This is an optimization exercise on Yosys and OpenROAD, whose aim is a short achievable clock period and few clock cycles, not a production implementation. In this exercise RTL edits were held to simulation tests only and were not proved equivalent to the original. No activity file was given, so power comes from the tool's default toggle rates.

File: flow/config.mk
export PLATFORM = sky130hd
export DESIGN_NAME = nr_mcu
export DESIGN_NICKNAME = nr_mcu
export VERILOG_FILES = /design/flow/design.v
export SDC_FILE = /design/flow/constraint.sdc
export NUM_CORES = 4
export LEC_CHECK = 0
export ABC_CLOCK_PERIOD_IN_PS = 1500
export CAP_MARGIN = 20
export CORE_MARGIN = 2
export CORE_UTILIZATION = 35
export SETUP_SLACK_MARGIN = 4.4
export SLEW_MARGIN = 20
File: flow/constraint.sdc
create_clock -name core_clock -period 7.0 [get_ports {clk}]
set_input_delay 1.4000 -clock core_clock [delete_from_list [all_inputs] [get_ports {clk}]]
set_output_delay 1.4000 -clock core_clock [all_outputs]
set_load 0.01 [all_outputs]
File: flow/design.v
module nr_mcu(clk, enable, code_addr, code_din, emif_addr, emif_wr_n, emif_rd_n, emif_din, emif_dout);
   input            clk;
   input            enable;
   output [15:0]    code_addr;
   input [39:0]     code_din;
   output [31:0]    emif_addr;
   reg [31:0]       emif_addr;
   output           emif_wr_n;
   reg              emif_wr_n;
   output           emif_rd_n;
   reg              emif_rd_n;
   output [31:0]    emif_din;
   reg [31:0]       emif_din;
   input [31:0]     emif_dout;
   localparam K_READ = 0, K_WRITE = 1, K_IREAD = 2, K_IWRITE = 3, K_SET = 4,
              K_ADD = 5, K_AND = 6, K_OR = 7, K_XOR = 8, K_SHL = 9, K_SHR = 10,
              K_SHL4 = 11, K_SHR4 = 12, K_DELAY = 13;
   localparam NK = 14;
   integer i;
   reg [15:0]       pc_f;
   reg              d_v;
   reg [15:0]       d_pc1;
   reg              sk_v;
   reg [39:0]       sk_w;
   reg [15:0]       sk_pc1;
   reg              halted;
   reg [15:0]       bk1, bk2, bk3, bk4;
   reg              push_p, pop_p;
   reg [15:0]       push_v;
   reg              r_v;
   reg [NK-1:0]     r_k;
   reg [31:0]       r_dat;
   reg              r_datz;
   reg [31:0]       r_sel;           
   reg              r_started;       
   reg              e_v;
   reg [NK-1:0]     e_k;
   reg              e_alu;           
   reg              e_nr0;           
   reg              e_simp;          
   reg              e_acw;           
   reg              e_rds;           
   reg [31:0]       e_dat;
   reg              e_datz;
   reg [31:0]       e_sel;
   reg [31:0]       e_opnd;
   reg [31:0]       R0;
   reg              r0p;              
   reg [31:0]       regs [0:31];
   reg              b_rd, b_wr;
   reg [3:0]        bc;
   reg              f_idle;           
   reg              f_free;           
   reg              f_rdd;            
   reg [31:0]       dly;
   reg              dly0, dly1;       
   assign code_addr = pc_f;
   wire        dv   = d_v | sk_v;
   wire [39:0] dw   = sk_v ? sk_w : code_din;
   wire [15:0] dpc1 = sk_v ? sk_pc1 : d_pc1;
   wire [7:0]  op_d = dw[39:32];
   wire d_jmp  = (op_d == 8'h11);
   wire d_jeq  = (op_d == 8'h12);
   wire d_jne  = (op_d == 8'h13);
   wire d_call = (op_d == 8'h51);
   wire d_ret  = (op_d == 8'h52);
   wire d_jcc  = d_jeq | d_jne;
   wire [NK-1:0] d_k;
   assign d_k[K_READ]   = (op_d == 8'h01);
   assign d_k[K_WRITE]  = (op_d == 8'h02);
   assign d_k[K_IREAD]  = (op_d == 8'h21);
   assign d_k[K_IWRITE] = (op_d == 8'h22);
   assign d_k[K_SET]    = (op_d == 8'h23);
   assign d_k[K_ADD]    = (op_d == 8'h31);
   assign d_k[K_AND]    = (op_d == 8'h32);
   assign d_k[K_OR]     = (op_d == 8'h33);
   assign d_k[K_XOR]    = (op_d == 8'h34);
   assign d_k[K_SHL]    = (op_d == 8'h35);
   assign d_k[K_SHR]    = (op_d == 8'h36);
   assign d_k[K_SHL4]   = (op_d == 8'h37);
   assign d_k[K_SHR4]   = (op_d == 8'h38);
   assign d_k[K_DELAY]  = (op_d == 8'h41);
   wire d_data = |d_k;
   wire d_ctl  = d_jmp | d_jcc | d_call | d_ret;
   wire r_alu   = r_k[K_ADD] | r_k[K_AND] | r_k[K_OR] | r_k[K_XOR] |
                  r_k[K_SHL] | r_k[K_SHR] | r_k[K_SHL4] | r_k[K_SHR4];
   wire r_acc   = r_k[K_READ] | r_k[K_WRITE];
   wire r_wr0   = r_k[K_READ] | r_k[K_IREAD] | r_k[K_SET] | r_alu;
   wire e_start = e_acw & f_free & dly1 & ~(e_k[K_WRITE] & r0p);
   wire e_dlygo = e_k[K_DELAY] & f_idle & dly0;
   wire e_go    = e_start | e_rds | e_dlygo | (e_simp & ~(e_nr0 & r0p));
   wire e_free  = ~e_v | e_go;
   wire r_free  = ~r_v | e_free;
   wire e_kill  = e_k[K_SET] | e_k[K_IREAD];
   wire e_rdfin = e_rds | (e_start & e_k[K_READ]);
   wire e_wait  = e_acw | e_k[K_DELAY];
   wire r_start = r_k[K_READ] & ~r_started & f_free & dly1 & ~e_wait;
   wire r_wait  = (r_acc & ~r_started) | r_k[K_DELAY];
   wire d_start_ok = f_free & dly1 & ~r_wait & ~e_wait & ~halted;
   wire [31:0] a_x = R0 ^ e_opnd;
   wire [31:0] a_o = R0 | e_opnd;
   wire addz    = ~a_x[0] & (a_x[31:1] == a_o[30:0]);    
   wire opz     = (e_opnd == 32'd0);
   wire R0z     = (R0 == 32'd0);
   wire e_any0  = e_k[K_SET] | e_k[K_IREAD] | e_alu | e_k[K_READ];
   wire zres    = r_wr0 ? r_k[K_SET] :
                  e_any0 ? (e_k[K_SET] | e_k[K_IREAD] | (e_k[K_ADD] & ~r0p)) :
                  ~r0p;
   wire use_add = ~r_wr0 & e_k[K_ADD];
   wire z_fast  = r_wr0 ? r_datz :
                  e_k[K_SET] ? e_datz :
                  e_k[K_IREAD] ? opz : R0z;
   wire zval    = use_add ? addz : z_fast;
   wire d_halt  = dv & ~d_data & ~d_ctl;
   wire halt_c  = halted | d_halt;
   wire d_stall = dv & ((d_data & ~r_free) | (d_jcc & ~zres));
   wire d_tor   = dv & d_data & r_free;       
   wire d_start = d_tor & d_k[K_READ] & d_start_ok;
   wire t_unc   = dv & (d_jmp | d_call | d_ret);
   wire t_ok    = dv & zres;
   wire take1   = ~halt_c & (t_unc | (t_ok & d_jeq));   
   wire take0   = ~halt_c & (t_unc | (t_ok & d_jne));   
   wire [15:0] pc_f1  = pc_f + 16'd1;
   wire [15:0] tgt    = d_ret ? bk1 : dw[15:0];
   wire [15:0] pc_o   = (halt_c | d_stall) ? pc_f : pc_f1;
   wire [15:0] pc_n1  = take1 ? tgt : pc_o;
   wire [15:0] pc_n0  = take0 ? tgt : pc_o;
   wire        dv_o   = ~halt_c & ~d_stall;
   wire        dv_n1  = dv_o & ~take1;
   wire        dv_n0  = dv_o & ~take0;
   always @(posedge clk) begin
      d_pc1 <= pc_f1;
      if (~enable) begin
         pc_f <= 16'd0;
         d_v <= 1'b0;
         sk_v <= 1'b0;
         halted <= 1'b0;
      end else begin
         pc_f <= zval ? pc_n1 : pc_n0;
         d_v <= zval ? dv_n1 : dv_n0;
         sk_v <= ~halt_c & d_stall;
         halted <= halt_c;
      end
      if (~sk_v) begin
         sk_w <= code_din;
         sk_pc1 <= d_pc1;
      end
   end
   always @(posedge clk) begin
      push_p <= enable & ~halted & dv & d_call;
      pop_p  <= enable & ~halted & dv & d_ret;
      push_v <= dpc1;
      if (push_p) begin
         bk1 <= push_v;
         bk2 <= bk1;
         bk3 <= bk2;
         bk4 <= bk3;
      end else if (pop_p) begin
         bk1 <= bk2;
         bk2 <= bk3;
         bk3 <= bk4;
      end
   end
   wire d_go_r = d_tor & ~halted;
   always @(posedge clk) begin
      if (~enable) begin
         r_v <= 1'b0;
         r_k <= {NK{1'b0}};
         r_started <= 1'b0;
      end else if (r_free) begin
         r_v <= d_go_r;
         r_k <= d_go_r ? d_k : {NK{1'b0}};
         r_started <= d_start;
      end else if (r_start)
         r_started <= 1'b1;
      if (r_free) begin
         r_dat <= dw[31:0];
         r_datz <= (dw[31:0] == 32'd0);
         for (i = 0; i < 32; i = i + 1)
            r_sel[i] <= (dw[4:0] == i);
      end
   end
   reg [31:0] r_rd;
   always @(*) begin
      r_rd = 32'd0;
      for (i = 0; i < 32; i = i + 1)
         r_rd = r_rd | ({32{r_sel[i]}} & regs[i]);
   end
   wire r_fwd = e_k[K_IWRITE] & (e_dat[4:0] == r_dat[4:0]);
   wire [31:0] r_opnd = r_fwd ? R0 : r_rd;
   wire r_st = r_started | r_start;
   always @(posedge clk) begin
      if (~enable) begin
         e_v <= 1'b0;
         e_k <= {NK{1'b0}};
         e_alu <= 1'b0;
         e_nr0 <= 1'b0;
         e_simp <= 1'b0;
         e_acw <= 1'b0;
         e_rds <= 1'b0;
      end else if (e_free) begin
         e_v <= r_v;
         e_k <= r_k;
         e_alu <= r_alu;
         e_nr0 <= r_alu | r_k[K_WRITE] | r_k[K_IWRITE];
         e_simp <= r_v & ~r_acc & ~r_k[K_DELAY];
         e_acw <= r_acc & ~(r_k[K_READ] & r_st);
         e_rds <= r_k[K_READ] & r_st;
      end
      if (e_free) begin
         e_dat <= r_dat;
         e_datz <= r_datz;
         e_sel <= r_sel;
         e_opnd <= r_opnd;
      end
   end
   wire e_w = e_kill | (e_alu & ~r0p);
   reg [31:0] e_res;
   always @(*) begin
      e_res = ({32{e_k[K_SET]}}   & e_dat) |
              ({32{e_k[K_IREAD]}} & e_opnd) |
              ({32{e_k[K_ADD]}}   & (R0 + e_opnd)) |
              ({32{e_k[K_AND]}}   & (R0 & e_opnd)) |
              ({32{e_k[K_OR]}}    & (R0 | e_opnd)) |
              ({32{e_k[K_XOR]}}   & (R0 ^ e_opnd)) |
              ({32{e_k[K_SHL]}}   & {R0[30:0], 1'b0}) |
              ({32{e_k[K_SHR]}}   & {1'b0, R0[31:1]}) |
              ({32{e_k[K_SHL4]}}  & {R0[27:0], 4'b0000}) |
              ({32{e_k[K_SHR4]}}  & {4'b0000, R0[31:4]});
   end
   always @(posedge clk) begin
      if (~enable)
         r0p <= 1'b0;
      else if (e_rdfin)
         r0p <= 1'b1;
      else if (f_rdd | e_kill)
         r0p <= 1'b0;
      if (e_w)
         R0 <= e_res;
      else if (r0p & f_rdd)
         R0 <= emif_dout;
   end
   always @(posedge clk) begin
      for (i = 0; i < 32; i = i + 1)
         if (e_k[K_IWRITE] & ~r0p & e_sel[i])
            regs[i] <= R0;
   end
   always @(posedge clk) begin
      if (~enable) begin
         dly <= 32'd0;
         dly0 <= 1'b1;
         dly1 <= 1'b1;
      end else if (e_dlygo) begin
         dly <= e_dat;
         dly0 <= e_datz;
         dly1 <= (e_dat[31:1] == 31'd0);
      end else if (~dly0) begin
         dly <= dly - 32'd1;
         dly0 <= dly1;
         dly1 <= (dly[31:2] == 30'd0) & ~(dly[1] & dly[0]);    
      end
   end
   wire b_start = e_start | r_start | d_start;
   always @(posedge clk) begin
      if (~enable) begin
         b_rd <= 1'b0;
         b_wr <= 1'b0;
         emif_rd_n <= 1'b1;
         emif_wr_n <= 1'b1;
         f_idle <= 1'b1;
         f_free <= 1'b1;
         f_rdd <= 1'b0;
      end else if (b_start) begin
         emif_addr <= e_start ? e_dat : r_start ? r_dat : dw[31:0];
         if (e_start & e_k[K_WRITE])
            emif_din <= R0;
         b_rd <= ~(e_start & e_k[K_WRITE]);
         b_wr <= e_start & e_k[K_WRITE];
         bc <= 4'd0;
         emif_rd_n <= 1'b1;
         emif_wr_n <= 1'b1;
         f_idle <= 1'b0;
         f_free <= 1'b0;
         f_rdd <= 1'b0;
      end else if (b_rd) begin
         bc <= bc + 4'd1;
         emif_rd_n <= ~(bc <= 4'd7);
         if (bc == 4'd9)
            b_rd <= 1'b0;
         f_idle <= (bc == 4'd9);
         f_free <= (bc >= 4'd8);
         f_rdd <= (bc == 4'd7);
      end else if (b_wr) begin
         bc <= bc + 4'd1;
         emif_wr_n <= ~(bc == 4'd3);
         if (bc == 4'd5)
            b_wr <= 1'b0;
         f_idle <= (bc == 4'd5);
         f_free <= (bc >= 4'd4);
         f_rdd <= 1'b0;
      end else begin
         f_idle <= 1'b1;
         f_free <= 1'b1;
         f_rdd <= 1'b0;
      end
   end
endmodule
File: flow/run.sh
#!/bin/bash
# synth_recipe.tcl (not shown) runs the flow's synth.tcl, then flattens the netlist and writes it again
# the make line also repeats each setting of config.mk as NAME=value (left out here)
make -C /OpenROAD-flow-scripts/flow DESIGN_CONFIG=/design/flow/config.mk WORK_HOME=/design/flow/orfs CLKGATE_MAP_FILE= SYNTH_SCRIPT=/design/flow/synth_recipe.tcl finish
==> qor.txt, run 1 <==
Post-DR wirelength/cell: 33.5 um
Clock sink count: 1521
Layout Nets: 4574
GRT Overall Usage: 25.2%
Most common cell after layout, fill and taps aside: edfxtp_1
Status: timing/DRC/antenna clean
Total number of vias: 41.9k
Grt ovf: 0
Crit-path max cell delay: 0.44 ns
Worst min-delay path category: register to register
Max VDD drop: 0.285 mV
Hpwl dp: 118000 um
Die area: 175000 um2
Static leakage: 25.2 nW
Worst-Skew Late Latency: 0.83 ns
Worst EP arrival: 3.92 ns
Startpoint Class: register
Seq/Total Area, Yosys: 73.4%
Critical-path cell list: buf_12 -> clkinv_4 -> ha_4 -> a22o_1 -> or4_1 -> or4_4 -> nor4_4 -> buf_4 -> o31ai_2 -> o21ai_2 -> or2_4 -> nand2_4 -> o22ai_2
Synth Warn #: 2
# setup viols final: 0
Worst path bufs/invs: 3
Req. time, crit path: 7.72 ns
Setup TNS: 0 ns
Critical path class: register to register
Slew Viols, Final: 0
Core Footprint: 171000 um2
Max Cap Viol: 0
RSZ-0062 raised after global routing: true
Final Skew: 0.0842 ns
Post-layout min period: 3.20 ns
Post-synth ARST share: 0%
Cells after Synth: 4023
Fillers: 15.1k
Critical Path Fanout Max: 8
Post-synth cell types: 88
Final Hold Viols: 0
Die Ht: 418 um
Syn_area_per_cell: 14.9 um2
Mapped cell area: 60100 um2
DRC Markers: 0
Crit. End Element: register
Clock Root Buffer: clkbuf_16
Worst slew pin tran: 1.07 ns
Port Buffer Count: 155
PD cells: 262 nW/um2
CTS tree: built
Setup slack after layout: 3.80 ns
Top delay family on crit path: simple AND/OR/NAND/NOR gates
Inserted Clock Buffers: 150
Routed vias/inst: 6.18
Antenna Violating Nets Remaining: 0
Top_reg_cell synth: edfxtp_1
Post-synth EDFFs: 1366
I/O pin cnt: 156
CTS clk-pin slew, worst paths: 0.06 ns
Syn Nets: 4168
Largest net degree at the start of global routing: 95
Drt pass-1 iters: 7
Htree depth: 4
Initial DRC Count: 7176
Pre-CTS WS: 2.61 ns
DRT Wirelength: 227000 um
Share of cells above drive strength 1: 22.2%
First-pass GRT wire length: 311000 um
Slowest-stage cell, CP: or4_4
Initial Util: 35.1%
Most frequent cells in the layout: edfxtp_1, a22oi_1, nor2_1
RePlAce Congestion: 0.908
Clk buf depth: 3
Fmax: 312 MHz
DIE WIDTH: 418 um
Slew margin rel.: 28.6%
Area growth syn-to-layout: 23.3%
Vias in the first global route: 39.9k
Row cnt: 152
Initial antenna violation count: 14
Hold-fix buffers, CTS: 0
FF+latch count, synth: 1521
Period utilization: 45.8%
## worst reg2reg max path: cells and delay by family, from the launching register on
kind	cells	cell delay (ns)
flip-flops	1	0.42
adder cells (fa/ha/maj)	1	0.19
buffers and inverters	3	0.40
AO/OA/AOI/OAI	4	0.66
AND/OR/NAND/NOR	5	1.43
## layer usage
metal / routed length [um] / up-vias / track usage (%)
li1: - / 16900 / -
met1: 82300 / 21300 / 32.8
met2: 104000 / 3051 / 39.7
met3: 27700 / 640 / 5.79
met4: 13800 / 12 / 12.6
met5: 133 / - / 0
## per-stage QoR
step                power (mW)  instance area, um2  hold WS, ns  util, %  instances
finish                    19.4               74100        0.392     43.3       6787
global route              19.8               74100        0.400     43.3       6784
CTS                       19.3               73200        0.392     42.8       6749
detailed placement        11.0               64900        0.389     37.9       6311
global placement          11.0               64900        0.387     37.9       6309
floorplan                 10.6               60500        0.386        -       4023
## report_power, final
group	internal (mW)	switching, mW
Sequential	9.86	0.106
Combinational	0.478	0.696
Clock	4.58	3.69
## cells by family (layout without fill, tap and decap cells)
group / Yosys count / count (layout) / synth area share (%)
xor+xnor: 79 / 79 / 1.15
mux: 109 / 109 / 1.97
buf+inv: 336 / 860 / 2.21
fa+ha+maj: 71 / 71 / 1.49
simple gates: 839 / 843 / 6.90
other cells: 0 / 3 / 0
flops: 1521 / 1521 / 73.4
compound gates: 1068 / 1068 / 12.8
## flip-flops by register name (all words and copies together), names as in the netlist, 14 cells and up
| register | count |
|---|---|
| bk4 | 16 |
| emif_din | 32 |
| r_sel | 32 |
| regs | 1024 |
| pc_f | 16 |
| e_dat | 32 |
| emif_addr | 32 |
| sk_pc1 | 16 |
| r_k | 14 |
| r_dat | 32 |
| d_pc1 | 16 |
| bk2 | 16 |
| bk3 | 16 |
| bk1 | 16 |
| e_k | 14 |
| dly | 32 |
| e_opnd | 32 |
| R0 | 32 |
| sk_w | 40 |
| e_sel | 32 |
## worst paths after layout
path             from   endpoint  slack (ns)  cells past startpoint
min reg2reg  d_pc1[5]  sk_pc1[5]        0.39                      0
max            R0[19]    pc_f[9]        3.80                     13
max reg2reg    R0[19]    pc_f[9]        3.80                     13
min          d_pc1[5]  sk_pc1[5]        0.39                      0
## Yosys cell counts (all sizes together), types with 5 or more instances
library cell / count / area [um2]
and3: 20 / 125
or2: 10 / 65.1
a22o: 77 / 674
a22oi: 418 / 3140
dfxtp: 155 / 3100
a41oi: 8 / 70.1
xnor2: 33 / 289
o21ai: 115 / 579
a21o: 16 / 120
nand3b: 7 / 52.6
clkbuf: 183 / 687
nor3b: 9 / 67.6
o2111ai: 6 / 52.6
a21oi: 172 / 861
or3: 13 / 81.3
a221oi: 105 / 920
o211ai: 7 / 52.6
a211oi: 18 / 150
a31oi: 17 / 106
nand3: 104 / 521
o211a: 5 / 50.1
and2: 39 / 244
nand4: 86 / 538
mux2: 69 / 781
inv: 109 / 412
xor2: 46 / 403
edfxtp: 1366 / 41000
nor4: 78 / 494
a311oi: 9 / 85.1
o21a: 13 / 97.6
a222oi: 20 / 200
nor3: 39 / 211
mux2i: 40 / 400
buf: 42 / 223
ha: 70 / 876
o22ai: 19 / 181
nand2: 169 / 642
nor2: 238 / 893
o21bai: 5 / 37.5
nand2b: 6 / 37.5
## timing repair
action	CTS	global route
cloned	38	3
pin swaps	87	75
resized for setup	691	128
setup buffers	126	32
setup endpoints to repair	457	263
## final cells by class
class / instances / area (um2) / share of cell area, %
inverter: 111 / 458 / 0.618
sequential: 1521 / 44200 / 59.6
tap: 2233 / 2790 / 3.77
timing repair inverter: 1 / 16.3 / 0.0219
timing repair buffer: 474 / 5090 / 6.87
clock buffer: 184 / 3910 / 5.28
multi-input combinational: 2170 / 16500 / 22.3
antenna: 3 / 7.51 / 0.0101
clock inverter: 90 / 1090 / 1.48
Testbench counts, summed over its fixed seeds: cycles 59,949.
==> run 2: changes to the inputs <==
--- a/flow/config.mk
+++ b/flow/config.mk
@@ -10,4 +10,4 @@
 export CORE_MARGIN = 2
 export CORE_UTILIZATION = 35
-export SETUP_SLACK_MARGIN = 4.4
+export SETUP_SLACK_MARGIN = 3.9
 export SLEW_MARGIN = 20
==> run 2 against run 1 <==
Compared with the run above:
- sequential power is essentially flat
- register-to-register slack is essentially flat
- synthesized area is the same
- sequential share of layout area grew 2.0 points
- clock skew shrank 0.034 ns
- critical path depth shrank 3
- power shrank 2.3%
- first-iteration DRC count shrank 13%
- setup slack gained 0.014 ns
- clock-buffer cell count grew 14
- critical path type unchanged
- critical endpoint is now pc_f[1]
==> qor.txt, run 2 <==
Status: timing/DRC/antenna clean
Clock share of power: 42.0%
Switch share: 22.5%
Critical Path Fanout Max: 8
Layout Nets: 4479
Req. time, crit path: 7.64 ns
Slew margin rel.: 29.7%
Grt ovf: 0
Row cnt: 152
DIE WIDTH: 418 um
Static leakage: 24.1 nW
Post-synth cell types: 88
CTS tree: built
First-pass GRT wire length: 301000 um
Worst R2R Setup Slack: 3.81 ns
Total number of vias: 40.5k
Final Hold Viols: 0
Adder-Cell Fraction of Synth Area: 1.49%
DRT Wirelength: 221000 um
RSZ-0062 raised after global routing: true
Most frequent cell after synthesis: edfxtp_1
Hpwl dp: 120000 um
Worst Setup EP: pc_f[1]
Final core utilization: 41.8%
FF+latch count, synth: 1521
Net switching power: 4.26 mW
# setup viols final: 0
Post-synth EDFFs: 1366
Antenna Violating Nets Remaining: 0
Critical path startpoint: e_opnd[0]
Combinational share of power: 5.5%
Register share of total power: 52.6%
Area growth syn-to-layout: 19.2%
Worst EP arrival: 3.83 ns
Clk buf depth: 3
Largest reg by FF count: regs
Startpoint Class: register
Syn_area_per_cell: 14.9 um2
Synth area leader: edfxtp_1
CTS clk-pin slew, worst paths: 0.06 ns
Met2 WL post-DR: 103000 um
Final Skew: 0.0506 ns
Pre-CTS WS: 2.51 ns
WL met1: 82300 um
Syn Nets: 4168
Top_reg_cell synth: edfxtp_1
Inserted Clock Buffers: 152
Max Cap Viol: 0
Most common cell after layout, fill and taps aside: edfxtp_1
Fmax: 314 MHz
Critical path class: register to register
Port Buffer Count: 155
Core Footprint: 171000 um2
Worst reg2reg path endpoint: pc_f[1]
Synth Area in XOR/XNOR: 1.15%
Met3 Wirelength: 23900 um
Drt pass-1 iters: 8
GRT Overall Usage: 24.3%
Initial DRC Count: 6241
Htree depth: 4
Die area: 175000 um2
Routed vias/inst: 6.06
Tot Pwr: 19.0 mW
Hold-fix buffers, CTS: 0
Worst slew pin tran: 1.05 ns
Max VDD drop: 0.162 mV
Post-synthesis simple-gate area fraction: 6.90%
Initial antenna violation count: 10
Most frequent cells in the layout: edfxtp_1, a22oi_1, nor2_1
Post-synth ARST share: 0%
Worst Reg-to-Reg Cells: 10
Top cells by area, synth: edfxtp_1, a22oi_1, dfxtp_1
Complex-gate fraction of the synthesized area: 12.8%
Multiplexer share of the synthesized area: 1.97%
I/O pin cnt: 156
Clock sink count: 1521
Biggest regs: regs: 1024 flops, sk_w: 40 flops
Worst-Skew Late Latency: 0.81 ns
Period utilization: 45.6%
Seq/Total Area, Yosys: 73.4%
Cells after Synth: 4023
Synth Warn #: 2
R2r startpoint: e_opnd[0]
Share of cells above drive strength 1: 15.8%
Flip-flop and latch area: 44200 um2
Largest net degree at the start of global routing: 74
Largest register FFs: 1024
Hold WS: 0.402 ns
Post-DR wirelength/cell: 33.0 um
Setup slack after layout: 3.81 ns
Clock Root Buffer: clkbuf_16
Slew Viols, Final: 0
Setup TNS: 0 ns
PD cells: 265 nW/um2
DR top layer: met5
P_int: 14.7 mW
DRC Markers: 0
Worst min-delay path category: register to register
Initial Util: 35.1%
Crit. End Element: register
Mapped cell area: 60100 um2
Vias in the first global route: 38.7k
Commonest cells in the netlist: edfxtp_1, a22oi_1, nor2_1
Synth top area share: 68.3%
RePlAce Congestion: 0.866
Die Ht: 418 um
Main combinational cell family by area after synthesis: compound AO/OA/AOI/OAI gates
Multi-input logic area: 15600 um2
Post-layout min period: 3.19 ns
Fillers: 15.4k
==> run 2: routing by layer <==
layer | track usage [%] | up-vias
met5 | 0 | -
met4 | 11.3 | 4
met3 | 4.55 | 507
met2 | 39.0 | 2721
met1 | 32.0 | 20600
li1 | - | 16700
==> run 2: what timing repair did <==
action                                  4_1_cts  5_1_grt
endpoints found under the setup margin      242      165
gates resized for setup                     215      107
pin swaps                                    19       26
cloned                                       14        7
setup buffers                                38       57
==> run 2: per-stage QoR <==
stage          instance area (um2)  instances
2_1_floorplan                60200       4023
3_3_place_gp                 64600       6297
3_5_place_dp                 64600       6297
4_1_cts                      70500       6623
5_1_grt                      71600       6687
6_report                     71600       6688
==> run 2: worst min-delay path by stage <==
stage	from	cells past startpoint	to	slack, ns
global route	d_pc1[8]	0	sk_pc1[8]	0.41
floorplan	d_pc1[0]	0	sk_pc1[0]	0.39
global placement	d_pc1[2]	0	sk_pc1[2]	0.39
CTS	d_pc1[10]	0	sk_pc1[10]	0.40
detailed placement	d_pc1[10]	0	sk_pc1[10]	0.39
finish	d_pc1[10]	0	sk_pc1[10]	0.40
==> run 2: power groups by stage <==
| stage | registers, mW | clock network, mW | logic [mW] |
|---|---|---|---|
| 2_1_floorplan | 10.1 | 0 | 0.498 |
| 3_3_place_gp | 10.2 | 0 | 0.837 |
| 3_5_place_dp | 10.2 | 0 | 0.834 |
| 4_1_cts | 9.97 | 8.00 | 0.905 |
| 5_1_grt | 9.97 | 8.34 | 1.08 |
| 6_report | 9.96 | 7.96 | 1.03 |
==> run 2: cells by family after synthesis <==
group | after synthesis
DFF | 1521
buffers and inverters | 336
muxes | 109
xor gates and xnor gates | 79
AOI/OAI and AO/OA | 1068
adders and majority gates | 71
and+or+nand+nor | 839
==> run 2: worst max-delay path: stages, from the launching register on <==
cell	delay (ns)
edfxtp_1	0.51
buf_4	0.19
nor4_1	0.60
nand3_1	0.17
nor3_1	0.28
a311o_1	0.38
o21a_1	0.20
o21ai_4	0.08
or2_4	0.35
a211oi_2	0.21
a211oi_2	0.05
==> run 2: layout make-up <==
| cell class | instances | share of cell area, % |
|---|---|---|
| multi-input cells | 2168 | 21.8 |
| diodes | 1 | 0.00349 |
| repair inverters | 1 | 0.0157 |
| repair buffers | 379 | 5.35 |
| clock buffers | 198 | 5.73 |
| flip-flops and latches | 1521 | 61.7 |
| inverters | 111 | 0.632 |
| clock inverters | 76 | 0.912 |
| well taps | 2233 | 3.90 |
==> run 3: changes to the inputs <==
--- a/flow/config.mk
+++ b/flow/config.mk
@@ -10,4 +10,5 @@
 export CORE_MARGIN = 2
 export CORE_UTILIZATION = 35
-export SETUP_SLACK_MARGIN = 3.9
+export PLACE_DENSITY = 0.75
+export SETUP_SLACK_MARGIN = 4.4
 export SLEW_MARGIN = 20
==> run 3 against run 2 <==
Compared with the run above:
- setup slack improved by 0.018 ns
- first-iteration DRC count increased by 37%
- maximum frequency increased by 0.57%
- synthesized cell count unchanged
- sequential share of layout area decreased by 1.6 points
- non-clock buffer count increased by 74
- largest cell class unchanged
- final cell count increased by 1.0%
- critical path type unchanged
- hold slack about the same
- routed wire length decreased by 1.1%
==> qor.txt, run 3 <==
Status: timing/DRC/antenna clean
DRT Wirelength: 218000 um
Initial Util: 35.1%
Post-layout min period: 3.17 ns
Hold-fix buffers, CTS: 0
DIE WIDTH: 418 um
Most frequent cells in the layout: edfxtp_1, a22oi_1, nor2_1
Core Footprint: 171000 um2
Total number of vias: 42.5k
First-pass GRT wire length: 297000 um
Static leakage: 24.8 nW
Synth area leader: edfxtp_1
Crit. End Element: register
Critical path class: register to register
RePlAce Congestion: 0.937
Post-synth ARST share: 0%
Period utilization: 45.3%
Syn Nets: 4168
PD cells: 261 nW/um2
Slew margin rel.: 33.2%
FF+latch count, synth: 1521
Clk buf depth: 3
Area growth syn-to-layout: 22.4%
Setup TNS: 0 ns
Slew Viols, Final: 0
RSZ-0062 raised after global routing: true
Post-synth EDFFs: 1366
Final Hold Viols: 0
Max Cap Viol: 0
Post-DR wirelength/cell: 32.3 um
Grt ovf: 0
Syn_area_per_cell: 14.9 um2
Cells after Synth: 4023
Tot Pwr: 19.2 mW
Critical Path Fanout Max: 40
# setup viols final: 0
Die area: 175000 um2
Inserted Clock Buffers: 147
Hold WS: 0.402 ns
R2r startpoint: R0[8]
Final instance area: 73600 um2
Seq/Total Area, Yosys: 73.4%
Commonest cells in the netlist: edfxtp_1, a22oi_1, nor2_1
Worst slew pin tran: 1.00 ns
Drt pass-1 iters: 9
Biggest regs: regs: 1024 flops, sk_w: 40 flops
Initial antenna violation count: 28
Hpwl dp: 114000 um
Htree depth: 4
Critical path startpoint: R0[8]
Synth top area share: 68.3%
Mapped cell area: 60100 um2
Fillers: 14.7k
Die Ht: 418 um
Largest net degree at the start of global routing: 68
Row cnt: 152
Worst min-delay path category: register to register
Top cells by area, synth: edfxtp_1, a22oi_1, dfxtp_1
Share of cells above drive strength 1: 21.4%
Pre-CTS WS: 2.64 ns
Req. time, crit path: 7.65 ns
Most common cell after layout, fill and taps aside: edfxtp_1
Worst-Skew Late Latency: 0.81 ns
Worst reg2reg path endpoint: R0[30]
Fmax: 315 MHz
DRC Markers: 0
Port Buffer Count: 155
Dpl cell area: 64800 um2
Routed vias/inst: 6.29
Layout Nets: 4548
CTS tree: built
Clock Root Buffer: clkbuf_16
Worst R2R Setup Slack: 3.83 ns
I/O pin cnt: 156
Setup slack after layout: 3.83 ns
Startpoint Class: register
Largest register FFs: 1024
CTS clk-pin slew, worst paths: 0.07 ns
GRT Overall Usage: 23.8%
Most frequent cell after synthesis: edfxtp_1
Largest reg by FF count: regs
Final Skew: 0.0409 ns
Vias in the first global route: 39.9k
Top_reg_cell synth: edfxtp_1
Post-synth cell types: 88
Initial DRC Count: 8567
Max VDD drop: 0.197 mV
Worst EP arrival: 3.82 ns
Worst Setup EP: R0[30]
Antenna Violating Nets Remaining: 0
Clock sink count: 1521
Worst Reg-to-Reg Cells: 11
Synth Warn #: 2
[run 3: changes by cell type in the layout (fill, tap and decap cells not counted), sizes merged, moves of 5 or more]
| cell | change |
|---|---|
| dlygate4sd2 | -67 |
| clkdlybuf4s50 | -5 |
| bufinv | +6 |
| bufbuf | +8 |
| buf | +143 |
| dlymetal6s2s | -6 |
| clkdlybuf4s15 | -9 |
[run 3: power breakdown]
| group | internal (mW) | switching, mW | total [mW] |
|---|---|---|---|
| registers | 9.86 | 0.106 | 9.97 |
| logic | 0.470 | 0.676 | 1.15 |
| clock network | 4.53 | 3.56 | 8.09 |
[run 3: what timing repair did]
action | in CTS | in global routing
cloned | 24 | 9
endpoints found under the hold margin | 0 | 0
pin swaps | 54 | 78
resized for setup | 648 | 164
endpoints found under the setup margin | 373 | 294
setup buffers | 104 | 46
[run 3: kinds of logic after synthesis]
logic type               share of synthesized area [%]
flip-flops                                        73.4
AO/OA/AOI/OAI                                     12.8
AND/OR/NAND/NOR                                   6.90
buffers and inverters                             2.21
multiplexers                                      1.97
XOR/XNOR                                          1.15
adder cells (fa/ha/maj)                           1.49
[run 3: layout make-up]
| type | instances | area [um2] | area share (%) |
|---|---|---|---|
| sequential | 1521 | 44200 | 60.1 |
| multi-input combinational | 2168 | 16500 | 22.4 |
| timing repair buffer | 453 | 4730 | 6.43 |
| clock buffer | 186 | 3950 | 5.37 |
| tap | 2233 | 2790 | 3.80 |
| clock inverter | 82 | 913 | 1.24 |
| inverter | 111 | 453 | 0.616 |
| timing repair inverter | 1 | 16.3 | 0.0221 |
| antenna | 3 | 7.51 | 0.0102 |
[run 3: worst min-delay path by stage]
| stage | cells after the start | end | startpoint |
|---|---|---|---|
| floorplan | 0 | sk_pc1[0] | d_pc1[0] |
| global placement | 0 | sk_pc1[7] | d_pc1[7] |
| detailed placement | 0 | sk_pc1[3] | d_pc1[3] |
| CTS | 0 | sk_pc1[3] | d_pc1[3] |
| global route | 0 | sk_pc1[11] | d_pc1[11] |
| finish | 0 | sk_pc1[11] | d_pc1[11] |
[run 3: worst max-delay path, cell delays in order (launching register included)]
cell and delay (ns):
edfxtp_1 0.36, buf_4 0.44, ha_2 0.39, a211oi_1 0.10, o21ai_0 0.28, nand3_1 0.27
nand4_1 0.31, a31oi_4 0.14, o21ai_2 0.19, o21ai_2 0.09, o41ai_1 0.30, a21o_1 0.14
[run 3: metrics by stage]
step / utilization, % / std cells
global placement: 37.9 / 6304
global route: 43.0 / 6755
detailed placement: 37.9 / 6304
CTS: 42.2 / 6700
floorplan: - / 4023
finish: 43.0 / 6758
[run 3: metal layers]
metal,global-route usage [%],vias to the layer above,routed length [um]
li1,-,16800,-
met1,29.3,20700,71500
met2,36.7,4097,96300
met3,7.74,863,35000
met4,13.8,16,15300
met5,0,-,92
==> run 4: changes to the inputs <==
--- a/flow/design.v
+++ b/flow/design.v
@@ -187,6 +187,11 @@
          r_rd = r_rd | ({32{r_sel[i]}} & regs[i]);
    end
-   wire r_fwd = e_k[K_IWRITE] & (e_dat[4:0] == r_dat[4:0]);
-   wire [31:0] r_opnd = r_fwd ? R0 : r_rd;
+   reg         wb_v;
+   reg [4:0]   wb_idx;
+   reg [31:0]  wb_sel;
+   reg [31:0]  wb_dat;
+   wire r_fwd  = e_k[K_IWRITE] & (e_dat[4:0] == r_dat[4:0]);
+   wire r_fwdw = wb_v & (wb_idx == r_dat[4:0]);
+   wire [31:0] r_opnd = r_fwd ? R0 : r_fwdw ? wb_dat : r_rd;
    wire r_st = r_started | r_start;
    always @(posedge clk) begin
@@ -242,7 +247,11 @@
    end
    always @(posedge clk) begin
+      wb_v <= e_k[K_IWRITE] & ~r0p;
+      wb_idx <= e_dat[4:0];
+      wb_sel <= e_sel;
+      wb_dat <= R0;
       for (i = 0; i < 32; i = i + 1)
-         if (e_k[K_IWRITE] & ~r0p & e_sel[i])
-            regs[i] <= R0;
+         if (wb_v & wb_sel[i])
+            regs[i] <= wb_dat;
    end
    always @(posedge clk) begin
--- a/flow/config.mk
+++ b/flow/config.mk
@@ -10,5 +10,4 @@
 export CORE_MARGIN = 2
 export CORE_UTILIZATION = 35
-export PLACE_DENSITY = 0.75
 export SETUP_SLACK_MARGIN = 4.4
 export SLEW_MARGIN = 20
==> run 4 against run 3 <==
Compared with the run above:
- still clean on timing, DRC and antenna
- clock power up 4.2%
- synthesized area up 3.1%
- non-clock buffer count up 11
- first-iteration DRC count down 28%
- critical endpoint is now emif_din[14]
- largest cell class unchanged
==> qor.txt, run 4 <==
P_int: 15.5 mW
Mapped cell area: 62000 um2
GRT Overall Usage: 23.7%
Final core utilization: 42.6%
Initial DRC Count: 6190
Static leakage: 24.9 nW
Register share of total power: 51.7%
Top delay family on crit path: flip-flops
Synth Warn #: 2
Post-layout min period: 3.17 ns
Top cells by area, synth: edfxtp_1, dfxtp_1, a22oi_1
Largest net degree at the start of global routing: 90
Met2 WL post-DR: 99800 um
Biggest regs: regs: 1024 flops, sk_w: 40 flops
Vias in the first global route: 40.7k
Status: timing/DRC/antenna clean
Routed vias/inst: 5.91
Worst slew pin tran: 1.17 ns
Worst min-delay path category: register to register
Syn_area_per_cell: 14.8 um2
FF+latch count, synth: 1591
Initial antenna violation count: 7
Fmax: 316 MHz
RSZ-0062 raised after global routing: true
Slew margin rel.: 22.1%
I/O pin cnt: 156
Clock sink count: 1591
WL met1: 85800 um
Htree depth: 4
Req. time, crit path: 5.60 ns
Max VDD drop: 0.267 mV
Synth top area share: 66.2%
Period utilization: 45.2%
Final Hold Viols: 0
Seq/Total Area, Yosys: 73.4%
Row cnt: 154
Startpoint Class: register
Critical path class: register to output pin
PD cells: 268 nW/um2
Combinational share of power: 6.4%
DIE WIDTH: 425 um
Worst path bufs/invs: 1
Final instance area: 75100 um2
Crit-path max cell delay: 0.74 ns
Dpl cell area: 66700 um2
Antenna Violating Nets Remaining: 0
Die Ht: 425 um
Setup slack after layout: 3.83 ns
Tot Pwr: 20.1 mW
Hold-fix buffers, CTS: 0
Most frequent cells in the layout: edfxtp_1, a22oi_1, buf_4
# setup viols final: 0
CTS clk-pin slew, worst paths: 0.06 ns
Clock share of power: 42.0%
DR top layer: met5
DRC Markers: 0
Drt pass-1 iters: 8
Met3 Wirelength: 23300 um
RePlAce Congestion: 0.919
Post-DR wirelength/cell: 31.2 um
Multi-input logic area: 17000 um2
Initial Util: 35.2%
Worst-Skew Late Latency: 0.83 ns
Hpwl dp: 122000 um
Most frequent cell after synthesis: edfxtp_1
Post-synth EDFFs: 1366
DRT Wirelength: 220000 um
Largest reg by FF count: regs
Cells after Synth: 4178
Share of cells above drive strength 1: 22.0%
Top_reg_cell synth: edfxtp_1
Inserted Clock Buffers: 159
First-pass GRT wire length: 306000 um
Layout Nets: 4728
Clk buf depth: 3
Grt ovf: 0
Most common cell after layout, fill and taps aside: edfxtp_1
Die area: 180000 um2
Setup TNS: 0 ns
Slowest-stage cell, CP: edfxtp_1
Final Non-Filler Cells: 7068
Largest register FFs: 1024
Total number of vias: 41.8k
Syn Nets: 4323
Placed cells: 6560
Post-synth ARST share: 0%
Clock Root Buffer: clkbuf_16
Port Buffer Count: 155
Max Cap Viol: 0
Post-synth cell types: 88
Commonest cells in the netlist: edfxtp_1, a22oi_1, nor2_1
Synth area leader: edfxtp_1
Net switching power: 4.58 mW
Area growth syn-to-layout: 21.1%
Flip-flop and latch area: 45600 um2
Core Footprint: 176000 um2
Fillers: 15.8k
Hold WS: 0.268 ns
Final Skew: 0.0748 ns
Crit. End Element: output pin
Critical-path cell list: buf_2
Slew Viols, Final: 0
CTS tree: built
Worst EP arrival: 1.77 ns
Critical Path Fanout Max: 8
Worst R2R Setup Slack: 3.94 ns
Switch share: 22.8%
Pre-CTS WS: 2.59 ns
==> run 4: final cells by class <==
cell class / count / area share [%]
clock inverters: 64 / 0.960
inverters: 104 / 0.563
flip-flops and latches: 1591 / 60.8
diodes: 12 / 0.0400
repair inverters: 1 / 0.0117
well taps: 2340 / 3.90
multi-input cells: 2262 / 22.6
clock buffers: 230 / 5.88
repair buffers: 464 / 5.27
==> run 4: logic make-up after synthesis <==
kind of cell / synth area share [%]
AOI/OAI and AO/OA: 12.3
DFF: 73.4
adders and majority gates: 1.45
buffers and inverters: 2.11
xor gates and xnor gates: 1.33
muxes: 2.32
and+or+nand+nor: 7.03
==> run 4: power by group through the flow <==
stage / clock network, mW / registers, mW / logic [mW]
after floorplan: 0 / 10.5 / 0.529
after global placement: 0 / 10.6 / 0.873
after detailed placement: 0 / 10.6 / 0.872
after CTS: 8.50 / 10.4 / 1.16
after global routing: 8.85 / 10.4 / 1.34
final: 8.43 / 10.4 / 1.28
==> run 4: worst paths after layout <==
check | startpoint | to | cells after the start
worst max-delay path | emif_din[14] | emif_din[14] | 1
worst min register to register | e_sel[6] | wb_sel[6] | 0
worst max register to register | e_opnd[24] | pc_f[5] | 12
worst min-delay path | e_sel[6] | wb_sel[6] | 0
==> run 4: repair_timing <==
action	in CTS	in global routing
pin swaps	109	57
buffers inserted	152	39
resized for setup	699	102
setup endpoints to repair	437	255
cloned	11	0
==> run 4: layer usage <==
metal / global-route usage, % / up-vias
met4: 11.3 / 4
met2: 36.5 / 2639
met3: 4.73 / 476
li1: - / 17300
met1: 32.1 / 21300
met5: 0 / -
Testbench counts of run 4, summed over its fixed seeds: cycles 59,949.
==> run 5: changes to the inputs <==
--- a/flow/design.v
+++ b/flow/design.v
@@ -221,9 +221,8 @@
    end
    wire e_w = e_kill | (e_alu & ~r0p);
-   reg [31:0] e_res;
+   reg [31:0] e_res, e_oth;
    always @(*) begin
-      e_res = ({32{e_k[K_SET]}}   & e_dat) |
+      e_oth = ({32{e_k[K_SET]}}   & e_dat) |
               ({32{e_k[K_IREAD]}} & e_opnd) |
-              ({32{e_k[K_ADD]}}   & (R0 + e_opnd)) |
               ({32{e_k[K_AND]}}   & (R0 & e_opnd)) |
               ({32{e_k[K_OR]}}    & (R0 | e_opnd)) |
@@ -233,4 +232,5 @@
               ({32{e_k[K_SHL4]}}  & {R0[27:0], 4'b0000}) |
               ({32{e_k[K_SHR4]}}  & {4'b0000, R0[31:4]});
+      e_res = e_k[K_ADD] ? (R0 + e_opnd) : e_oth;
    end
    always @(posedge clk) begin
==> run 5 against run 4 <==
Compared with the run above:
- combinational power is 3% higher
- global-route usage is 0.23 points lower
- synthesized cell count is 1.9% higher
- sequential share of layout area is 0.68 points lower
- core utilization is 0.39 points higher
- first-iteration DRC count is 5.2% higher
- die area is 0.55% higher
- clock power is 2% higher
- maximum frequency is 6.0% higher
- routed wire length is 0.71% higher
- via count is 2.1% higher
- critical path type unchanged
- largest power group unchanged
==> qor.txt, run 5 <==
R2r startpoint: R0[0]
Adder-Cell Fraction of Synth Area: 1.44%
Most frequent cells in the layout: edfxtp_1, a22oi_1, buf_4
Switch share: 23.1%
Synth area leader: edfxtp_1
Most common cell after layout, fill and taps aside: edfxtp_1
Clock share of power: 42.4%
Worst Setup EP: emif_din[0]
Worst path bufs/invs: 1
Grt ovf: 0
I/O pin cnt: 156
Top cells by area, synth: edfxtp_1, dfxtp_1, a22oi_1
Slowest-stage cell, CP: edfxtp_1
DRT Wirelength: 222000 um
Max VDD drop: 0.225 mV
DRC Markers: 0
Fillers: 15.8k
Max Cap Viol: 0
Post-synth ARST share: 0%
Htree depth: 4
Post-DR wirelength/cell: 31.1 um
Drt pass-1 iters: 8
Crit. End Element: output pin
Slew Viols, Final: 0
Slew margin rel.: 21.6%
Combinational share of power: 6.5%
PD cells: 268 nW/um2
Worst Reg-to-Reg Cells: 13
Main combinational cell family by area after synthesis: compound AO/OA/AOI/OAI gates
RePlAce Congestion: 0.907
Crit-path max cell delay: 0.61 ns
Share of cells above drive strength 1: 23.3%
Clk buf depth: 3
Mapped cell area: 62300 um2
Port Buffer Count: 155
Status: timing/DRC/antenna clean
Critical-path cell list: buf_2
Req. time, crit path: 5.60 ns
Die Ht: 426 um
Dpl cell area: 66800 um2
Core Footprint: 176000 um2
Layout Nets: 4798
DIE WIDTH: 426 um
Stages on the worst setup path: 1
CTS tree: built
Area growth syn-to-layout: 21.8%
Total number of vias: 42.6k
Cells after Synth: 4256
Routed vias/inst: 5.98
Seq/Total Area, Yosys: 73.0%
Commonest cells in the netlist: edfxtp_1, a22oi_1, nor2_1
Final instance area: 75900 um2
Largest reg by FF count: regs
Worst slew pin tran: 1.17 ns
Largest register FFs: 1024
Initial DRC Count: 6514
Flip-flop and latch area: 45600 um2
Antenna Violating Nets Remaining: 0
Hold-fix buffers, CTS: 0
Final Hold Viols: 0
Clock sink count: 1591
Most frequent cell after synthesis: edfxtp_1
Largest net degree at the start of global routing: 85
First-pass GRT wire length: 305000 um
Period utilization: 42.7%
Worst min-delay path category: register to register
Final Skew: 0.0782 ns
Initial Util: 35.3%
Syn Nets: 4401
Top_reg_cell synth: edfxtp_1
Die area: 181000 um2
Static leakage: 24.9 nW
Setup TNS: 0 ns
Synth Warn #: 2
Net switching power: 4.70 mW
Tot Pwr: 20.3 mW
Post-synth cell types: 92
GRT Overall Usage: 23.5%
Worst reg2reg path endpoint: pc_f[1]
Complex-gate fraction of the synthesized area: 12.7%
Multi-input logic area: 17600 um2
P_int: 15.6 mW
# setup viols final: 0
Top delay family on crit path: flip-flops
Fmax: 335 MHz
Post-synthesis simple-gate area fraction: 7.18%
Critical path class: register to output pin
CTS clk-pin slew, worst paths: 0.06 ns
Worst EP arrival: 1.59 ns
Synth top area share: 65.8%
Synth Area in XOR/XNOR: 1.19%
Biggest regs: regs: 1024 flops, sk_w: 40 flops
Worst R2R Setup Slack: 4.13 ns
Vias in the first global route: 40.6k
Hpwl dp: 116000 um
Startpoint Class: register
Worst-Skew Late Latency: 0.82 ns
Row cnt: 154
FF+latch count, synth: 1591
Initial antenna violation count: 7
Critical Path Fanout Max: 1
Clock Root Buffer: clkbuf_16
Post-synth EDFFs: 1366
Register share of total power: 51.1%
Inserted Clock Buffers: 160
Post-layout min period: 2.99 ns
Syn_area_per_cell: 14.6 um2
Multiplexer share of the synthesized area: 2.27%
RSZ-0062 raised after global routing: true
Critical path startpoint: emif_din[0]
==> run 5: cell types whose count changed in the layout (fill, tap and decap cells not counted), sizes merged, moves of 15 or more <==
| cell | before | now |
|---|---|---|
| a22o | 39 | 56 |
| o21ai | 199 | 184 |
| a21oi | 114 | 177 |
| xor2 | 68 | 24 |
| xnor2 | 25 | 61 |
| a21boi | 35 | 6 |
| nor2b | 24 | 9 |
==> run 5: cell families after synthesis <==
logic type               Yosys count
multiplexers                     130
adder cells (fa/ha/maj)           71
flip-flops                      1591
buffers and inverters            338
AO/OA/AOI/OAI                   1140
AND/OR/NAND/NOR                  901
XOR/XNOR                          85
==> run 5: cell type report <==
| cell class | instances | area share, % |
|---|---|---|
| sequential | 1591 | 60.1 |
| multi-input combinational | 2334 | 23.2 |
| clock buffer | 215 | 5.71 |
| timing repair buffer | 469 | 5.38 |
| tap | 2340 | 3.86 |
| clock inverter | 85 | 1.25 |
| inverter | 97 | 0.496 |
| antenna | 1 | 0.00330 |
==> run 5: per-layer routing <==
layer	vias to the layer above	GRT usage [%]	routed length, um
li1	17700	-	-
met1	21700	31.6	86400
met2	2725	36.7	101000
met3	558	4.84	23000
met4	4	10.3	11100
met5	-	0	27
==> run 5: repair_timing <==
item | 4_1_cts | 5_1_grt
endpoints found under the hold margin | 0 | 0
gates cloned | 11 | 2
endpoints found under the setup margin | 339 | 274
pin swaps | 73 | 108
buffers inserted | 168 | 54
gates resized for setup | 670 | 213
==> run 5: how the worst min path moves through the flow <==
stage	slack, ns	cells after the start	end	from
2_1_floorplan	0.32	0	wb_sel[0]	e_sel[0]
3_3_place_gp	0.32	0	wb_sel[12]	e_sel[12]
3_5_place_dp	0.33	0	wb_sel[13]	e_sel[13]
4_1_cts	0.31	0	wb_sel[31]	e_sel[31]
5_1_grt	0.31	0	wb_sel[31]	e_sel[31]
6_report	0.30	0	wb_sel[31]	e_sel[31]
==> run 5: power groups by stage <==
| stage | Combinational [mW] | Clock, mW | Sequential [mW] |
|---|---|---|---|
| 2_1_floorplan | 0.566 | 0 | 10.5 |
| 3_3_place_gp | 0.878 | 0 | 10.6 |
| 3_5_place_dp | 0.880 | 0 | 10.6 |
| 4_1_cts | 1.11 | 8.63 | 10.4 |
| 5_1_grt | 1.39 | 8.99 | 10.4 |
| 6_report | 1.32 | 8.61 | 10.4 |
==> run 5: stage by stage <==
step | instances | setup WS, ns | hold slack, ns | utilization (%)
floorplan | 4256 | 3.45 | 0.323 | -
global placement | 6596 | 2.24 | 0.324 | 37.9
detailed placement | 6596 | 2.26 | 0.327 | 37.9
CTS | 7075 | 3.96 | 0.307 | 42.2
global route | 7132 | 4.01 | 0.308 | 43.0
finish | 7132 | 4.01 | 0.296 | 43.0
Testbench counts of run 5, summed over its fixed seeds: cycles 59,949.
==> run 6: changes to the inputs <==
--- a/flow/config.mk
+++ b/flow/config.mk
@@ -12,2 +12,3 @@
 export SETUP_SLACK_MARGIN = 4.4
 export SLEW_MARGIN = 20
+export TNS_END_PERCENT = 20
==> run 6 against run 5 <==
Compared with the run above:
- core utilization decreased by 0.57 points
- clock-buffer cell count fell by 3
- synthesized cell count unchanged
- still clean on timing, DRC and antenna
- critical path depth unchanged
- clock power fell by 2.8%
- via count about the same
- routed wire length shrank 0.77%
- hold slack improved by 0.0084 ns
- clock skew increased by 0.018 ns
- power shrank 1.8%
- sequential cell count did not move
- sequential power hardly changed
==> qor.txt, run 6 <==
Crit-path max cell delay: 0.60 ns
Synth top area share: 65.8%
Final Skew: 0.0966 ns
Worst min-delay path category: register to register
Seq/Total Area, Yosys: 73.0%
Period utilization: 42.7%
# setup viols final: 0
Top cells by area, synth: edfxtp_1, dfxtp_1, a22oi_1
Slowest-stage cell, CP: edfxtp_1
Slew margin rel.: 25.5%
Largest reg by FF count: regs
DIE WIDTH: 426 um
FF+latch count, synth: 1591
Final Hold Viols: 0
Startpoint Class: register
Post-synth ARST share: 0%
Die area: 181000 um2
Total number of vias: 42.7k
I/O pin cnt: 156
Main combinational cell family by area after synthesis: compound AO/OA/AOI/OAI gates
Worst slew pin tran: 1.12 ns
Initial antenna violation count: 2
Post-synthesis simple-gate area fraction: 7.18%
Mapped cell area: 62300 um2
Multiplexer share of the synthesized area: 2.27%
RSZ-0062 raised after global routing: true
Static leakage: 24.6 nW
Vias in the first global route: 40.8k
Synth area leader: edfxtp_1
Largest net degree at the start of global routing: 80
Clk buf depth: 3
Top_reg_cell synth: edfxtp_1
Antenna Violating Nets Remaining: 0
Clock Root Buffer: clkbuf_16
Routed vias/inst: 6.00
Hpwl dp: 118000 um
Biggest regs: regs: 1024 flops, sk_w: 40 flops
First-pass GRT wire length: 304000 um
Crit. End Element: output pin
Most frequent cell after synthesis: edfxtp_1
DRT Wirelength: 220000 um
Core Footprint: 176000 um2
CTS clk-pin slew, worst paths: 0.06 ns
Worst-Skew Late Latency: 0.83 ns
Synth Area in XOR/XNOR: 1.19%
Post-synth cell types: 92
Initial Util: 35.3%
Layout Nets: 4780
Post-layout min period: 2.99 ns
Fmax: 335 MHz
Slew Viols, Final: 0
RePlAce Congestion: 0.908
Grt ovf: 0
Worst EP arrival: 1.59 ns
Htree depth: 4
Worst path bufs/invs: 1
Complex-gate fraction of the synthesized area: 12.7%
Critical Path Fanout Max: 1
GRT Overall Usage: 23.4%
Row cnt: 154
Critical path class: register to output pin
Syn_area_per_cell: 14.6 um2
Post-DR wirelength/cell: 31.0 um
Initial DRC Count: 6618
Die Ht: 426 um
Top delay family on crit path: flip-flops
Max VDD drop: 0.193 mV
Post-synth EDFFs: 1366
Status: timing/DRC/antenna clean
Req. time, crit path: 5.60 ns
DRC Markers: 0
Port Buffer Count: 155
Largest register FFs: 1024
Adder-Cell Fraction of Synth Area: 1.44%
Setup TNS: 0 ns
Clock sink count: 1591
Commonest cells in the netlist: edfxtp_1, a22oi_1, nor2_1
Most frequent cells in the layout: edfxtp_1, a22oi_1, buf_4
Critical-path cell list: buf_2
Max Cap Viol: 0
Drt pass-1 iters: 6
Inserted Clock Buffers: 161
Synth Warn #: 2
PD cells: 266 nW/um2
Hold-fix buffers, CTS: 0
Share of cells above drive strength 1: 20.3%
Cells after Synth: 4256
Tot Pwr: 20.0 mW
Most common cell after layout, fill and taps aside: edfxtp_1
Area growth syn-to-layout: 20.2%
Syn Nets: 4401
CTS tree: built
run 6: cell counts after synthesis:
Identical to the previous run, type by type.
run 6: kinds of logic (layout without fill, tap and decap cells):
group | after synthesis | after routing
AO/OA/AOI/OAI | 1140 | 1141
XOR/XNOR | 85 | 85
adder cells (fa/ha/maj) | 71 | 71
buffers and inverters | 338 | 844
flip-flops | 1591 | 1591
multiplexers | 130 | 130
other | 0 | 1
AND/OR/NAND/NOR | 901 | 906
run 6: timing repair:
item	CTS	global route
endpoints found under the setup margin	430	347
buffers inserted	132	56
pin swaps	72	45
endpoints found under the hold margin	0	0
gates resized for setup	388	234
gates cloned	9	2
run 6: area by class of cell:
| cell class | count | area [um2] |
|---|---|---|
| multi-input combinational | 2333 | 17000 |
| inverter | 97 | 372 |
| clock inverter | 84 | 827 |
| fill | 16000 | 102000 |
| antenna | 1 | 2.50 |
| clock buffer | 212 | 4320 |
| timing repair buffer | 451 | 3810 |
| sequential | 1591 | 45600 |
| tap | 2340 | 2930 |
run 6: per-stage QoR:
stage	setup slack (ns)	std cells	utilization [%]	area [um2]	hold WS (ns)
after floorplan	3.44	4256	-	62400	0.323
after global placement	2.29	6613	37.8	66700	0.323
after detailed placement	2.26	6613	37.8	66700	0.327
after CTS	3.93	7050	41.9	73900	0.308
after global routing	4.00	7109	42.4	74900	0.310
final	4.01	7109	42.4	74900	0.304
run 6: final timing paths:
kind                             startpoint           to  slack (ns)  cells past startpoint
worst min register to register    e_sel[20]   wb_sel[20]        0.30                      0
worst min-delay path              e_sel[20]   wb_sel[20]        0.30                      0
worst max register to register   e_opnd[28]     pc_f[11]        4.12                     12
worst max-delay path            emif_din[9]  emif_din[9]        4.01                      1
run 6: routing by layer:
| metal | GRT usage [%] | wire length (um) | vias up |
|---|---|---|---|
| met4 | 10.2 | 10700 | 2 |
| met2 | 36.2 | 99800 | 2782 |
| met5 | 0 | 12 | - |
| met3 | 4.14 | 22500 | 528 |
| li1 | - | - | 17600 |
| met1 | 32.2 | 87100 | 21700 |
run 6: where the power goes:
group	internal, mW	switching [mW]
logic	0.502	0.699
registers	10.3	0.116
clock network	4.59	3.78
==> run 7: changes to the inputs <==
--- a/flow/config.mk
+++ b/flow/config.mk
@@ -10,5 +10,5 @@
 export CORE_MARGIN = 2
 export CORE_UTILIZATION = 35
+export GPL_ROUTABILITY_DRIVEN = 0
 export SETUP_SLACK_MARGIN = 4.4
 export SLEW_MARGIN = 20
-export TNS_END_PERCENT = 20
==> run 7 against run 6 <==
Compared with the run above:
- still clean on timing, DRC and antenna
- first-iteration DRC count rose by 4.3%
- clock-buffer cell count shrank 2
- setup slack lost 0.0093 ns
- clock power fell by 2.6%
- critical path type unchanged
==> qor.txt, run 7 <==
CTS clk-pin slew, worst paths: 0.06 ns
Die Ht: 426 um
Largest reg by FF count: regs
Antenna Violating Nets Remaining: 0
Die area: 181000 um2
Critical Path Fanout Max: 1
Main combinational cell family by area after synthesis: compound AO/OA/AOI/OAI gates
Final instance area: 75700 um2
Worst min-delay path category: register to register
Htree depth: 4
Worst-Skew Late Latency: 0.81 ns
Slew margin rel.: 23.2%
Port Buffer Count: 155
FF+latch count, synth: 1591
Crit-path max cell delay: 0.60 ns
Hold path depth: 0
Clk buf depth: 3
Post-synth EDFFs: 1366
Post-synth ARST share: 0%
Req. time, crit path: 5.60 ns
Complex-gate fraction of the synthesized area: 12.7%
Worst slew pin tran: 1.15 ns
Inserted Clock Buffers: 160
Commonest cells in the netlist: edfxtp_1, a22oi_1, nor2_1
I/O pin cnt: 156
PD cells: 263 nW/um2
Post-synth cell types: 92
Post-layout min period: 3.00 ns
Initial Util: 35.3%
DRT Wirelength: 220000 um
Synth top area share: 65.8%
Final Non-Filler Cells: 7137
Top_reg_cell synth: edfxtp_1
Area growth syn-to-layout: 21.5%
Layout Nets: 4810
Worst path bufs/invs: 1
Routed vias/inst: 6.04
Placed cells: 6599
Synth area leader: edfxtp_1
Core Footprint: 176000 um2
Multiplexer share of the synthesized area: 2.27%
Synth Area in XOR/XNOR: 1.19%
Startpoint Class: register
First-pass GRT wire length: 303000 um
Critical path class: register to output pin
Worst EP arrival: 1.60 ns
Largest register FFs: 1024
Drt pass-1 iters: 6
Post-DR wirelength/cell: 30.8 um
Synth Warn #: 2
Status: timing/DRC/antenna clean
Top delay family on crit path: flip-flops
DRC Markers: 0
Slowest-stage cell, CP: edfxtp_1
Dpl cell area: 66900 um2
Cells after Synth: 4256
# setup viols final: 0
CTS tree: built
Final Skew: 0.0451 ns
Final Hold Viols: 0
Period utilization: 42.8%
Setup TNS: 0 ns
Share of cells above drive strength 1: 22.6%
Mapped cell area: 62300 um2
Initial DRC Count: 6904
Static leakage: 24.8 nW
Top cells by area, synth: edfxtp_1, dfxtp_1, a22oi_1
Most frequent cells in the layout: edfxtp_1, a22oi_1, buf_4
Grt ovf: 0
Hpwl dp: 115000 um
Worst Reg-to-Reg Cells: 12
Max VDD drop: 0.285 mV
Row cnt: 154
Max Cap Viol: 0
Most common cell after layout, fill and taps aside: edfxtp_1
Adder-Cell Fraction of Synth Area: 1.44%
Stages on the worst setup path: 1
Total number of vias: 43.1k
DIE WIDTH: 426 um
Syn Nets: 4401
Seq/Total Area, Yosys: 73.0%
Syn_area_per_cell: 14.6 um2
Critical-path cell list: buf_2
GRT Overall Usage: 23.3%
Vias in the first global route: 40.7k
Post-synthesis simple-gate area fraction: 7.18%
Most frequent cell after synthesis: edfxtp_1
Crit. End Element: output pin
Fillers: 15.8k
Fmax: 334 MHz
Slew Viols, Final: 0
Clock sink count: 1591
Clock Root Buffer: clkbuf_16
Initial antenna violation count: 10
Largest net degree at the start of global routing: 81
Biggest regs: regs: 1024 flops, sk_w: 40 flops
RSZ-0062 raised after global routing: true
==> run 7: changes by cell type in the layout (fill, tap and decap cells not counted), moves of 7 or more <==
cell,delta
nand3_2,+7
dlygate4sd2_1,-35
clkinv_2,-7
buf_6,+48
clkbuf_2,-30
o21ai_1,+15
buf_4,-7
o21ai_0,-19
nor2_1,-10
buf_2,+41
nor4_4,+7
nor2_2,+7
==> run 7: kinds of logic after synthesis <==
group	count (synthesis)
flip-flops	1591
AO/OA/AOI/OAI	1140
AND/OR/NAND/NOR	901
buffers and inverters	338
multiplexers	130
XOR/XNOR	85
adder cells (fa/ha/maj)	71
==> run 7: final timing paths <==
path	startpoint	endpoint	slack [ns]
setup / recovery	emif_din[11]	emif_din[11]	4.00
hold reg to reg	e_sel[12]	wb_sel[12]	0.33
hold / removal	e_sel[12]	wb_sel[12]	0.33
setup reg to reg	e_opnd[11]	pc_f[5]	4.09
==> run 7: cell type report <==
cell class	count	area (um2)	share of cell area, %
clock inverters	82	659	0.870
flip-flops and latches	1591	45600	60.2
clock buffers	210	4240	5.60
inverters	97	385	0.509
multi-input cells	2334	17700	23.3
repair buffers	481	4250	5.61
well taps	2340	2930	3.87
diodes	2	5.00	0.00661
==> run 7: stage by stage <==
stage	utilization, %	hold slack, ns	worst slack (ns)	total power [mW]
2_1_floorplan	-	0.323	3.45	11.1
3_3_place_gp	37.9	0.324	2.40	11.5
3_5_place_dp	37.9	0.327	2.33	11.5
4_1_cts	42.1	0.326	3.94	19.7
5_1_grt	42.9	0.338	3.99	20.4
6_report	42.9	0.325	4.00	19.9
==> run 7: timing repair <==
item | in CTS | in global routing
gates resized for setup | 692 | 204
pin swaps | 72 | 86
setup endpoints to repair | 468 | 319
setup buffers | 173 | 60
gates cloned | 8 | 3
hold buffers | 0 | 0
==> run 7: power breakdown <==
group / switching [mW] / internal, mW / leakage [nW]
Sequential: 0.120 / 10.3 / 14.3
Combinational: 0.753 / 0.598 / 8.08
Clock: 3.73 / 4.42 / 2.36
==> run 7: layer usage <==
| metal | wire (um) | vias up | GRT usage [%] |
|---|---|---|---|
| met5 | 33 | - | 0 |
| met4 | 12000 | 6 | 11.2 |
| met3 | 23400 | 586 | 4.14 |
| met2 | 99100 | 2910 | 35.8 |
| met1 | 85000 | 21900 | 32.0 |
| li1 | - | 17700 | - |
==> run 8: changes to the inputs <==
--- a/flow/config.mk
+++ b/flow/config.mk
@@ -9,6 +9,5 @@
 export CAP_MARGIN = 20
 export CORE_MARGIN = 2
-export CORE_UTILIZATION = 35
-export GPL_ROUTABILITY_DRIVEN = 0
+export CORE_UTILIZATION = 30
 export SETUP_SLACK_MARGIN = 4.4
 export SLEW_MARGIN = 20
==> run 8 against run 7 <==
Compared with the run above:
- register-to-register slack gained 0.11 ns
- sequential power about the same
- setup slack lost 0.032 ns
- highest routed layer unchanged
- global-route usage is 2.6 points lower
- non-clock buffer count grew 24
- synthesized area did not move
- core utilization is 5.7 points lower
- still clean
- sequential share of layout area fell by 1.0 points
- design area grew 1.7%
- largest power group unchanged
==> qor.txt, run 8 <==
Status: timing/DRC/antenna clean
Critical path class: register to output pin
Tot Pwr: 20.2 mW
Most common cell after layout, fill and taps aside: edfxtp_1
Critical-path cell list: buf_2
Period utilization: 43.3%
Post-synth ARST share: 0%
Met2 WL post-DR: 102000 um
Post-synth EDFFs: 1366
Core Footprint: 207000 um2
Most frequent cells in the layout: edfxtp_1, a22oi_1, buf_4
Clock sink count: 1591
Largest net degree at the start of global routing: 89
Worst slew pin tran: 1.19 ns
Worst Hold Launch: e_sel[9]
Worst path bufs/invs: 1
Req. time, crit path: 5.60 ns
Post-DR wirelength/cell: 30.5 um
Hold-fix buffers, CTS: 0
R2r startpoint: e_opnd[25]
Slew Viols, Final: 0
Initial DRC Count: 7332
Syn_area_per_cell: 14.6 um2
Top cells by area, synth: edfxtp_1, dfxtp_1, a22oi_1
Largest reg by FF count: regs
Seq/Total Area, Yosys: 73.0%
Static leakage: 25.2 nW
Slew margin rel.: 20.3%
Clock share of power: 41.7%
Fmax: 330 MHz
Vias in the first global route: 41.0k
Critical Path Fanout Max: 1
Syn Nets: 4401
Die area: 211000 um2
DR top layer: met5
I/O pin cnt: 156
Met3 Wirelength: 27800 um
Net switching power: 4.70 mW
DIE WIDTH: 460 um
Routed vias/inst: 5.77
Post-layout min period: 3.03 ns
Worst EP arrival: 1.63 ns
Crit-path max cell delay: 0.63 ns
Startpoint Class: register
Row cnt: 167
Top delay family on crit path: flip-flops
Largest register FFs: 1024
Port Buffer Count: 155
GRT Overall Usage: 20.7%
Setup TNS: 0 ns
Htree depth: 4
CTS clk-pin slew, worst paths: 0.06 ns
Inserted Clock Buffers: 162
Crit. End Element: output pin
FF+latch count, synth: 1591
WL met1: 89900 um
Biggest regs: regs: 1024 flops, sk_w: 40 flops
Grt ovf: 0
Switch share: 23.3%
Hold WS: 0.335 ns
Worst min-delay path category: register to register
Clk buf depth: 3
Initial Util: 30.1%
Synth Warn #: 2
Cells after Synth: 4256
Final Skew: 0.0701 ns
Final Non-Filler Cells: 7541
Commonest cells in the netlist: edfxtp_1, a22oi_1, nor2_1
First-pass GRT wire length: 314000 um
Worst reg2reg path endpoint: pc_f[10]
Total number of vias: 43.5k
RePlAce Congestion: 0.891
Hold path depth: 0
PD cells: 262 nW/um2
Worst R2R Setup Slack: 4.20 ns
Worst Reg-to-Reg Cells: 10
Share of cells above drive strength 1: 23.8%
Hold endpoint: wb_sel[9]
Combinational share of power: 6.9%
Placed cells: 6969
Mapped cell area: 62300 um2
Worst-Skew Late Latency: 0.81 ns
Clock Root Buffer: clkbuf_16
Initial antenna violation count: 14
Slowest-stage cell, CP: edfxtp_1
Max VDD drop: 0.261 mV
Most frequent cell after synthesis: edfxtp_1
P_int: 15.5 mW
Layout Nets: 4841
Post-synth cell types: 92
Register share of total power: 51.4%
Final Hold Viols: 0
Top_reg_cell synth: edfxtp_1
Area growth syn-to-layout: 23.6%
Drt pass-1 iters: 7
RSZ-0062 raised after global routing: true
DRT Wirelength: 230000 um
Hpwl dp: 123000 um
Synth area leader: edfxtp_1
DRC Markers: 0
CTS tree: built
# setup viols final: 0
Die Ht: 460 um
Max Cap Viol: 0
Synth top area share: 65.8%
Antenna Violating Nets Remaining: 0
-- run 8: cell type report --
| cell class | count | area [um2] |
|---|---|---|
| diodes | 3 | 7.51 |
| clock buffers | 227 | 4440 |
| clock inverters | 75 | 687 |
| fillers | 19400 | 130000 |
| inverters | 97 | 392 |
| multi-input cells | 2339 | 17900 |
| flip-flops and latches | 1591 | 45600 |
| well taps | 2704 | 3380 |
| repair buffers | 505 | 4580 |
-- run 8: worst max-delay path by stage --
stage	start	end	cells after the start
detailed placement	code_din[33]	emif_addr[30]	8
global placement	code_din[33]	emif_addr[29]	8
finish	emif_din[11]	emif_din[11]	1
global route	emif_din[11]	emif_din[11]	1
floorplan	code_din[33]	emif_addr[0]	8
CTS	emif_din[10]	emif_din[10]	1
-- run 8: cell families after synthesis --
family / Yosys count / share of synthesized area, %
flops: 1591 / 73.0
compound gates: 1140 / 12.7
simple gates: 901 / 7.18
buf+inv: 338 / 2.15
mux: 130 / 2.27
xor+xnor: 85 / 1.19
fa+ha+maj: 71 / 1.44
-- run 8: metal layers --
metal / up-vias / track usage, %
li1: 17800 / -
met5: - / 0
met3: 517 / 5.06
met4: 18 / 8.22
met2: 2939 / 31.6
met1: 22300 / 28.3
-- run 8: per-stage QoR --
stage / cell area, um2 / util, % / setup slack (ns)
floorplan: 62700 / - / 3.45
global placement: 67400 / 32.6 / 2.46
detailed placement: 67400 / 32.6 / 2.42
CTS: 75200 / 36.4 / 3.92
global route: 77000 / 37.2 / 3.96
finish: 77000 / 37.2 / 3.97
-- run 8: power by group through the flow --
stage                     clock network (mW)  registers (mW)  logic, mW
after global routing                    8.85            10.4       1.45
after CTS                               8.48            10.4       1.14
after global placement                     0            10.6      0.895
final                                   8.43            10.4       1.39
after floorplan                            0            10.5      0.566
after detailed placement                   0            10.6      0.897
-- run 8: what timing repair did --
| action | CTS | global route |
|---|---|---|
| cloned | 12 | 5 |
| setup buffers | 175 | 75 |
| setup endpoints to repair | 467 | 332 |
| resized for setup | 736 | 216 |
| pin swaps | 80 | 117 |
| endpoints found under the hold margin | 0 | 0 |
